What follows belongs to an exercise in optimizing a design on an open flow for small area; a production flow would make more cautious choices.
Function was checked by simulation only, so behaviour that the tests miss may differ from the original.

// tv80s
module tv80s(m1_n, mreq_n, iorq_n, rd_n, wr_n, rfsh_n, halt_n, busak_n, A, dout, reset_n, clk, cen, wait_n, int_n, nmi_n, busrq_n, di);
  output m1_n;
  reg m1_n;
  output mreq_n;
  reg mreq_n;
  output iorq_n;
  reg iorq_n;
  output rd_n;
  reg rd_n;
  output wr_n;
  reg wr_n;
  output rfsh_n;
  wire rfsh_n;
  output halt_n;
  wire halt_n;
  output busak_n;
  wire busak_n;
  output [15:0] A;
  reg [15:0] A;
  output [7:0] dout;
  reg [7:0] dout;
  input reset_n;
  wire reset_n;
  input clk;
  wire clk;
  input cen;
  wire cen;
  input wait_n;
  wire wait_n;
  input int_n;
  wire int_n;
  input nmi_n;
  wire nmi_n;
  input busrq_n;
  wire busrq_n;
  input [7:0] di;
  wire [7:0] di;
  wire _00000_;
  wire _00001_;
  wire _00002_;
  wire _00003_;
  wire _00004_;
  wire _00005_;
  wire _00006_;
  wire _00007_;
  wire _00008_;
  wire _00009_;
  wire _00010_;
  wire _00011_;
  wire _00012_;
  wire _00013_;
  wire _00014_;
  wire _00015_;
  wire _00016_;
  ...
Size: about 47 I/O pins, ~0.026 mm² of cells after synthesis.
clock: 12.0 ns
lec_check: 0
cap_margin: 20
core_margin: 2
core_utilization: 40
slew_margin: 20
standard.sh (not shown) runs the stock make flow with config.mk's settings and CLKGATE_MAP_FILE= SYNTH_SCRIPT=/design/flow/synth_recipe.tcl, a recipe that flattens the netlist after the stock synthesis.
==> flow/flow/run.sh <==
#!/bin/bash
# Own layout flow: the standard flow, with one extra step after synthesis
# that re-maps the combinational logic of the synthesized netlist for small
# area (flow/remap.tcl). The standard synthesis's registers (instances, names
# and cell types) are left untouched. Each tool's output goes to a log here.
set -euo pipefail
W=$(pwd)
R=$W/orfs/results/${FLOW_PLATFORM}/tv80s/base
LIBF=$FLOW_HOME/platforms/${FLOW_PLATFORM}/lib/sky130_fd_sc_hd__tt_025C_1v80.lib

# 1. standard synthesis (unchanged)
bash standard.sh synth > $W/1_synth.log 2>&1

# 2. area re-mapping of the combinational logic
cp $R/1_2_yosys.v $W/1_2_yosys.std.v
DONT_USE=$(sed -n '/^export DONT_USE_CELLS/,/^#/p' $FLOW_HOME/platforms/${FLOW_PLATFORM}/config.mk | grep -o 'sky130_fd_sc_hd__[a-z0-9_]*' | tr '\n' ' ')
REMAP_LIB=$LIBF REMAP_TOP=$FLOW_TOP REMAP_IN=$W/1_2_yosys.std.v REMAP_OUT=$W/1_2_yosys.remap.v \
REMAP_DONT_USE="$DONT_USE" REMAP_ABC_ARGS="" \
  yosys -c $W/flow/remap.tcl > $W/2_remap.log 2>&1
cp $W/1_2_yosys.remap.v $R/1_2_yosys.v
rm -f $R/1_synth.odb $R/1_synth.sdc

# 3. the rest of the standard flow on the re-mapped netlist
bash standard.sh finish > $W/3_layout.log 2>&1
==> flow/flow/remap.tcl <==
# Re-map the combinational logic of a synthesized netlist for small area.
# Registers (flip-flop instances, names and cell types) are kept as they are.
set lib $::env(REMAP_LIB)
set top $::env(REMAP_TOP)
yosys read_liberty -ignore_miss_func $lib
yosys read_verilog $::env(REMAP_IN)
yosys hierarchy -top $top
# keep sequential cells and tie cells as instances, inline every other cell
yosys setattr -mod -set keep_hierarchy 1 sky130_fd_sc_hd__df* sky130_fd_sc_hd__edf* sky130_fd_sc_hd__sdf* sky130_fd_sc_hd__sedf* sky130_fd_sc_hd__dl* sky130_fd_sc_hd__conb_1
yosys flatten
yosys opt_clean -purge
set dont_use {}
foreach c $::env(REMAP_DONT_USE) { lappend dont_use -dont_use $c }
yosys abc -liberty $lib {*}$dont_use {*}$::env(REMAP_ABC_ARGS)
yosys opt_clean -purge
yosys hilomap -singleton -hicell sky130_fd_sc_hd__conb_1 HI -locell sky130_fd_sc_hd__conb_1 LO
yosys splitnets
yosys opt_clean -purge
yosys insbuf -buf sky130_fd_sc_hd__buf_4 A X
yosys blackbox =A:keep_hierarchy
yosys select -module $top
yosys stat -liberty $lib
yosys select -clear
yosys write_verilog -noexpr -nohex -nodec -noattr -selected $::env(REMAP_OUT)
Rerun with:
--- a/flow/flow/run.sh
+++ b/flow/flow/run.sh
@@ -17,3 +17,3 @@
 REMAP_LIB=$LIBF REMAP_TOP=$FLOW_TOP REMAP_IN=$W/1_2_yosys.std.v REMAP_OUT=$W/1_2_yosys.remap.v \
-REMAP_DONT_USE="$DONT_USE" REMAP_ABC_ARGS="" \
+REMAP_DONT_USE="$DONT_USE" REMAP_ABC_ARGS="-script $W/flow/remap.abc" \
   yosys -c $W/flow/remap.tcl > $W/2_remap.log 2>&1
@@ -23,2 +23,3 @@
 # 3. the rest of the standard flow on the re-mapped netlist
-bash standard.sh finish > $W/3_layout.log 2>&1
+CTS_ARGS="-sink_clustering_enable -repair_clock_nets -dont_use_dummy_load -sink_clustering_size 25 -sink_clustering_max_diameter 60 -buf_list sky130_fd_sc_hd__clkbuf_16"
+bash standard.sh finish "CTS_ARGS=$CTS_ARGS" > $W/3_layout.log 2>&1
==> flow/flow/remap.abc (new file) <==
strash
dc2
&get -n
&dch -f
&nf -R 1000
&put
strash
dc2
&get -n
&dch -f
&nf -R 1000
&put
strash
dc2
&get -n
&dch -f
&nf -R 1000
&put
Settings changed: GPL_TIMING_DRIVEN from default to 0, SETUP_SLACK_MARGIN from default to 0.5.
After rerunning:
- The new run completed without violations
- non-clock buffer count came out lower by 57
- worst hold slack gets better by 17 ps
- cell area came out lower by 4.6%
- die area came out lower by 3.4%
- cell count came out lower by 5.4%
- setup slack gets worse by 1300 ps
- core utilization came out lower by 0.33 points
- via count came out lower by 6.2%
Rerun with:
--- a/flow/flow/run.sh
+++ b/flow/flow/run.sh
@@ -24,2 +24,2 @@
 CTS_ARGS="-sink_clustering_enable -repair_clock_nets -dont_use_dummy_load -sink_clustering_size 25 -sink_clustering_max_diameter 60 -buf_list sky130_fd_sc_hd__clkbuf_16"
-bash standard.sh finish "CTS_ARGS=$CTS_ARGS" > $W/3_layout.log 2>&1
+bash standard.sh finish "CTS_ARGS=$CTS_ARGS" "BUFFER_PORTS_ARGS=-buffer_cell sky130_fd_sc_hd__buf_2" > $W/3_layout.log 2>&1
Settings changed: CORE_UTILIZATION 40 to 50.
The changed run completed without violations.
Count of clock-buffer cells in the layout came out lower by 7.
Synthesized area is unchanged.
Final area came out lower by a few percent.
Via count came out higher by a few percent.


## tundra
Another version of the RTL of tv80s (not shown whole).
Size in the first run: ~4,400 cells after synthesis, ~360 flip-flops, ~0.034 mm^2 of cells after synthesis.
Settings: LEC_CHECK=0, CAP_MARGIN=0, CORE_MARGIN=2, CORE_UTILIZATION=40, CTS_BUF_LIST=sky130_fd_sc_hd__clkbuf_4, SLEW_MARGIN=0; clock period 12.0 ns.
run.sh (not shown) runs the stock make flow with config.mk's settings and CLKGATE_MAP_FILE= SYNTH_SCRIPT=/design/flow/synth_recipe.tcl, a recipe that flattens the netlist after the stock synthesis.
Stock flow here: none of the scripts above is used.
The final layout from tundra, which completed every stage, passed the timing, design-rule and antenna checks at the end of the flow.
What violet does differently from tundra at the input level:
--- a/flow/config.mk
+++ b/flow/config.mk
@@ -8 +8 @@
-export CAP_MARGIN = 0
+export CAP_MARGIN = 20
@@ -11,2 +11 @@
-export CTS_BUF_LIST = sky130_fd_sc_hd__clkbuf_4
-export SLEW_MARGIN = 0
+export SLEW_MARGIN = 20
==> comparison <==
On violet: layout overhead on the synthesized area is 0.52 points higher than what tundra gave.
[compare] base=tundra new=violet: routed length on met1 went up about 2%; first-pass GRT wire length held.
violet vs tundra, CTS H-tree depth went down by 1.
When the final numbers for violet and tundra were put side by side, the final worst slack turned out to be greater in tundra.
tundra -> violet: sequential share of layout area flat


Another version of the RTL of tv80s (not shown whole).
Size in the first run: roughly 3,100 cells after synthesis, about 47 I/O pins, ~25,000 sq um of cells after synthesis.
clock: 12.0 ns
lec_check: 0
abc_area: 1
cap_margin: 20
core_margin: 2
core_utilization: 50
gpl_timing_driven: 0
setup_slack_margin: 0.6
slew_margin: 20
synth_hierarchical: 1
standard.sh (not shown) runs the stock make flow with config.mk's settings and CLKGATE_MAP_FILE= SYNTH_SCRIPT=/design/flow/synth_recipe.tcl, a recipe that flattens the netlist after the stock synthesis.
==> flow/flow/run.sh <==
#!/bin/bash
# Own layout flow: the standard flow, with one extra step after synthesis
# that re-maps the combinational logic of the synthesized netlist for small
# area (flow/remap.tcl). The standard synthesis's registers (instances, names
# and cell types) are left untouched. Each tool's output goes to a log here.
set -euo pipefail
W=$(pwd)
R=$W/orfs/results/${FLOW_PLATFORM}/tv80s/base
LIBF=$FLOW_HOME/platforms/${FLOW_PLATFORM}/lib/sky130_fd_sc_hd__tt_025C_1v80.lib

# 1. standard synthesis (unchanged)
bash standard.sh synth > $W/1_synth.log 2>&1

# 2. area re-mapping of the combinational logic
cp $R/1_2_yosys.v $W/1_2_yosys.std.v
DONT_USE=$(sed -n '/^export DONT_USE_CELLS/,/^#/p' $FLOW_HOME/platforms/${FLOW_PLATFORM}/config.mk | grep -o 'sky130_fd_sc_hd__[a-z0-9_]*' | tr '\n' ' ')
REMAP_LIB=$LIBF REMAP_TOP=$FLOW_TOP REMAP_IN=$W/1_2_yosys.std.v REMAP_OUT=$W/1_2_yosys.remap.v \
REMAP_DONT_USE="$DONT_USE" REMAP_ABC_ARGS="-script $W/flow/remap.abc" \
  yosys -c $W/flow/remap.tcl > $W/2_remap.log 2>&1
cp $W/1_2_yosys.remap.v $R/1_2_yosys.v
rm -f $R/1_synth.odb $R/1_synth.sdc

# 3. the rest of the standard flow on the re-mapped netlist
CTS_ARGS="-sink_clustering_enable -repair_clock_nets -dont_use_dummy_load -sink_clustering_size 25 -sink_clustering_max_diameter 100 -buf_list sky130_fd_sc_hd__clkbuf_16"
bash standard.sh finish "CTS_ARGS=$CTS_ARGS" "BUFFER_PORTS_ARGS=-buffer_cell sky130_fd_sc_hd__buf_2" > $W/3_layout.log 2>&1
==> flow/flow/remap.abc <==
strash
dc2
&get -n
&dch -f
&nf -R 1000
&put
strash
dc2
&get -n
&dch -f
&nf -R 1000
&put
strash
dc2
&get -n
&dch -f
&nf -R 1000
&put
==> flow/flow/remap.tcl <==
# Re-map the combinational logic of a synthesized netlist for small area.
# Registers (flip-flop instances, names and cell types) are kept as they are.
set lib $::env(REMAP_LIB)
set top $::env(REMAP_TOP)
yosys read_liberty -ignore_miss_func $lib
yosys read_verilog $::env(REMAP_IN)
yosys hierarchy -top $top
# keep sequential cells and tie cells as instances, inline every other cell
yosys setattr -mod -set keep_hierarchy 1 sky130_fd_sc_hd__df* sky130_fd_sc_hd__edf* sky130_fd_sc_hd__sdf* sky130_fd_sc_hd__sedf* sky130_fd_sc_hd__dl* sky130_fd_sc_hd__conb_1
yosys flatten
yosys opt_clean -purge
set dont_use {}
foreach c $::env(REMAP_DONT_USE) { lappend dont_use -dont_use $c }
yosys abc -liberty $lib {*}$dont_use {*}$::env(REMAP_ABC_ARGS)
yosys opt_clean -purge
yosys hilomap -singleton -hicell sky130_fd_sc_hd__conb_1 HI -locell sky130_fd_sc_hd__conb_1 LO
yosys splitnets
yosys opt_clean -purge
yosys insbuf -buf sky130_fd_sc_hd__buf_1 A X
yosys blackbox =A:keep_hierarchy
yosys select -module $top
yosys stat -liberty $lib
yosys select -clear
yosys write_verilog -noexpr -nohex -nodec -noattr -selected $::env(REMAP_OUT)
The first run finished clean.
Then changed:
--- a/flow/flow/run.sh
+++ b/flow/flow/run.sh
@@ -24,2 +24,2 @@
-CTS_ARGS="-sink_clustering_enable -repair_clock_nets -dont_use_dummy_load -sink_clustering_size 25 -sink_clustering_max_diameter 100 -buf_list sky130_fd_sc_hd__clkbuf_16"
-bash standard.sh finish "CTS_ARGS=$CTS_ARGS" "BUFFER_PORTS_ARGS=-buffer_cell sky130_fd_sc_hd__buf_2" > $W/3_layout.log 2>&1
+CTS_ARGS="-sink_clustering_enable -repair_clock_nets -dont_use_dummy_load -sink_clustering_size 30 -sink_clustering_max_diameter 80 -buf_list sky130_fd_sc_hd__clkbuf_16"
+bash standard.sh finish "CTS_ARGS=$CTS_ARGS" "BUFFER_PORTS_ARGS=-buffer_cell sky130_fd_sc_hd__buf_1" > $W/3_layout.log 2>&1
--- a/flow/flow/remap.abc
+++ b/flow/flow/remap.abc
@@ -18,0 +19,18 @@
+strash
+dc2
+&get -n
+&dch -f
+&nf -R 1000
+&put
+strash
+dc2
+&get -n
+&dch -f
+&nf -R 1000
+&put
+strash
+dc2
+&get -n
+&dch -f
+&nf -R 1000
+&put
CAP_MARGIN = 10   (was 20)
SLEW_MARGIN = 10   (was 20)
=> Non-clock buffer count went up by 2; via count goes down by a few percent; flip-flop and latch count stays the same; setup slack is worse by 210 ps.
Then changed:
--- a/flow/flow/run.sh
+++ b/flow/flow/run.sh
@@ -24,2 +24,2 @@
-CTS_ARGS="-sink_clustering_enable -repair_clock_nets -dont_use_dummy_load -sink_clustering_size 30 -sink_clustering_max_diameter 80 -buf_list sky130_fd_sc_hd__clkbuf_16"
-bash standard.sh finish "CTS_ARGS=$CTS_ARGS" "BUFFER_PORTS_ARGS=-buffer_cell sky130_fd_sc_hd__buf_1" > $W/3_layout.log 2>&1
+CTS_ARGS="-sink_clustering_enable -repair_clock_nets -dont_use_dummy_load -sink_clustering_size 25 -sink_clustering_max_diameter 60 -buf_list sky130_fd_sc_hd__clkbuf_16"
+bash standard.sh finish "CTS_ARGS=$CTS_ARGS" "BUFFER_PORTS_ARGS=-buffer_cell sky130_fd_sc_hd__buf_2" > $W/3_layout.log 2>&1
==> flow/flow/remap.abc (replaced) <==
strash
dc2
&get -n
&dch -f
&nf -R 1000
&put
strash
dc2
&get -n
&dch -f
&nf -R 1000
&put
strash
dc2
&get -n
&dch -f
&nf -R 1000
&put
CAP_MARGIN = 20   (was 10)
SLEW_MARGIN = 20   (was 10)
=>
- setup slack is better by 180 ps
- final area rose by 1.9%
- die area rose by 0.42%
- hold slack is worse by 11 ps
- wire length rose by 6.1%
Then changed:
--- a/flow/flow/run.sh
+++ b/flow/flow/run.sh
@@ -23,3 +23,5 @@
-# 3. the rest of the standard flow on the re-mapped netlist
-CTS_ARGS="-sink_clustering_enable -repair_clock_nets -dont_use_dummy_load -sink_clustering_size 25 -sink_clustering_max_diameter 60 -buf_list sky130_fd_sc_hd__clkbuf_16"
-bash standard.sh finish "CTS_ARGS=$CTS_ARGS" "BUFFER_PORTS_ARGS=-buffer_cell sky130_fd_sc_hd__buf_2" > $W/3_layout.log 2>&1
+# 3. the rest of the standard flow on the re-mapped netlist; clock tree: sinks
+#    clustered in groups of up to 25 within 80 um, clkbuf_16 buffers, no dummy
+#    loads; every input and output port gets a buf_1 buffer
+CTS_ARGS="-sink_clustering_enable -repair_clock_nets -dont_use_dummy_load -sink_clustering_size 25 -sink_clustering_max_diameter 80 -buf_list sky130_fd_sc_hd__clkbuf_16"
+bash standard.sh finish "CTS_ARGS=$CTS_ARGS" "BUFFER_PORTS_ARGS=-buffer_cell sky130_fd_sc_hd__buf_1" > $W/3_layout.log 2>&1
--- a/flow/flow/remap.abc
+++ b/flow/flow/remap.abc
@@ -18,0 +19,18 @@
+strash
+dc2
+&get -n
+&dch -f
+&nf -R 1000
+&put
+strash
+dc2
+&get -n
+&dch -f
+&nf -R 1000
+&put
+strash
+dc2
+&get -n
+&dch -f
+&nf -R 1000
+&put
--- a/flow/flow/remap.tcl
+++ b/flow/flow/remap.tcl
@@ -10,0 +11,3 @@
+# hide the names flatten gives to the inlined cells' pins, so that nets keep
+# their netlist names (output ports stay driven directly, with no buffer)
+yosys rename -hide w:_*_.*
After rerunning:
- sequential share of layout area climbs by 0.70 points
- critical path depth drops by 2
- clock skew came out higher by 9.4 ps
- die area went down slightly
- via count came out lower by a few percent
- wire length falls by a few percent
- design area fell by a few percent
- cell count went down slightly
- area after synthesis drops slightly
- global-route usage drops by 1.6 points
Then changed:
--- a/flow/flow/run.sh
+++ b/flow/flow/run.sh
@@ -23,3 +23 @@
-# 3. the rest of the standard flow on the re-mapped netlist; clock tree: sinks
-#    clustered in groups of up to 25 within 80 um, clkbuf_16 buffers, no dummy
-#    loads; every input and output port gets a buf_1 buffer
+# 3. the rest of the standard flow on the re-mapped netlist
--- a/flow/flow/remap.tcl
+++ b/flow/flow/remap.tcl
@@ -11,3 +10,0 @@
-# hide the names flatten gives to the inlined cells' pins, so that nets keep
-# their netlist names (output ports stay driven directly, with no buffer)
-yosys rename -hide w:_*_.*
What happened:
- final area stays flat
- clock skew hardly moves
- die area came out higher slightly
- area after synthesis increases slightly
- via count grows slightly
- count of clock-buffer cells in the layout went up by 1
- utilization is about the same
- routed wire length is about the same
- synthesized cell count rose slightly
- global-route usage increases by 0.11 points
Then changed:
CORE_UTILIZATION = 57   (was 50)
=> The new run ran to the end with no violations; utilization goes up by 7.4 points; count of clock-buffer cells in the layout is lower by 2; die area goes down by 12%; clock skew came out lower by 45 ps; synthesized cell count does not change; routed wire length came out higher by 0.35%; non-clock buffer count fell by 1; critical path depth stays the same; cell area is lower by 0.61%.

==> separate check: timing with driven ports <==
The results above use ideal ports. As a check the final layouts listed here were re-extracted and re-timed, cells and wires unchanged.
Step 1 assumes that a clkbuf_16 drives the clock port and a buf_2 every other input.
Step 2 times the ports against the registers' clock, not the clock port: input delays grow and output delays shrink by t, the midpoint of the rising clock arrivals with the driver on.
Slacks: ideal ports / drivers / drivers and shift; pairs: ideal ports / drivers.
run	t, ns	slack for setup (ns)	worst setup path at the end	latest minus earliest clock arrival (ns)	cell pins on the clock port's net
the first run of note 1	0.658	2.313 / 2.313 / 2.313	register to register	0.034 / 0.034	1
the second run of note 1	0.637	0.977 / 0.977 / 0.977	register to register	0.082 / 0.081	1
the third run of note 1	0.679	0.593 / 0.593 / 0.593	register to register	0.100 / 0.100	1
tundra	1.012	2.124 / 2.124 / 2.124	register to register	0.156 / 0.156	1
violet	0.688	2.054 / 2.054 / 2.054	register to register	0.028 / 0.028	1
the first run of note 3	0.619	1.023 / 1.023 / 1.023	register to register	0.111 / 0.111	1
the second run of note 3	0.649	0.817 / 0.817 / 0.817	register to register	0.150 / 0.151	1
the third run of note 3	0.637	0.992 / 0.992 / 0.992	register to register	0.089 / 0.089	1
the fourth run of note 3	0.629	0.892 / 0.892 / 0.892	register to register	0.099 / 0.099	1
the fifth run of note 3	0.655	0.872 / 0.872 / 0.872	register to register	0.098 / 0.098	1
the sixth run of note 3	0.630	0.596 / 0.596 / 0.596	register to register	0.060 / 0.060	1
After both steps setup and hold are still met in every run listed.
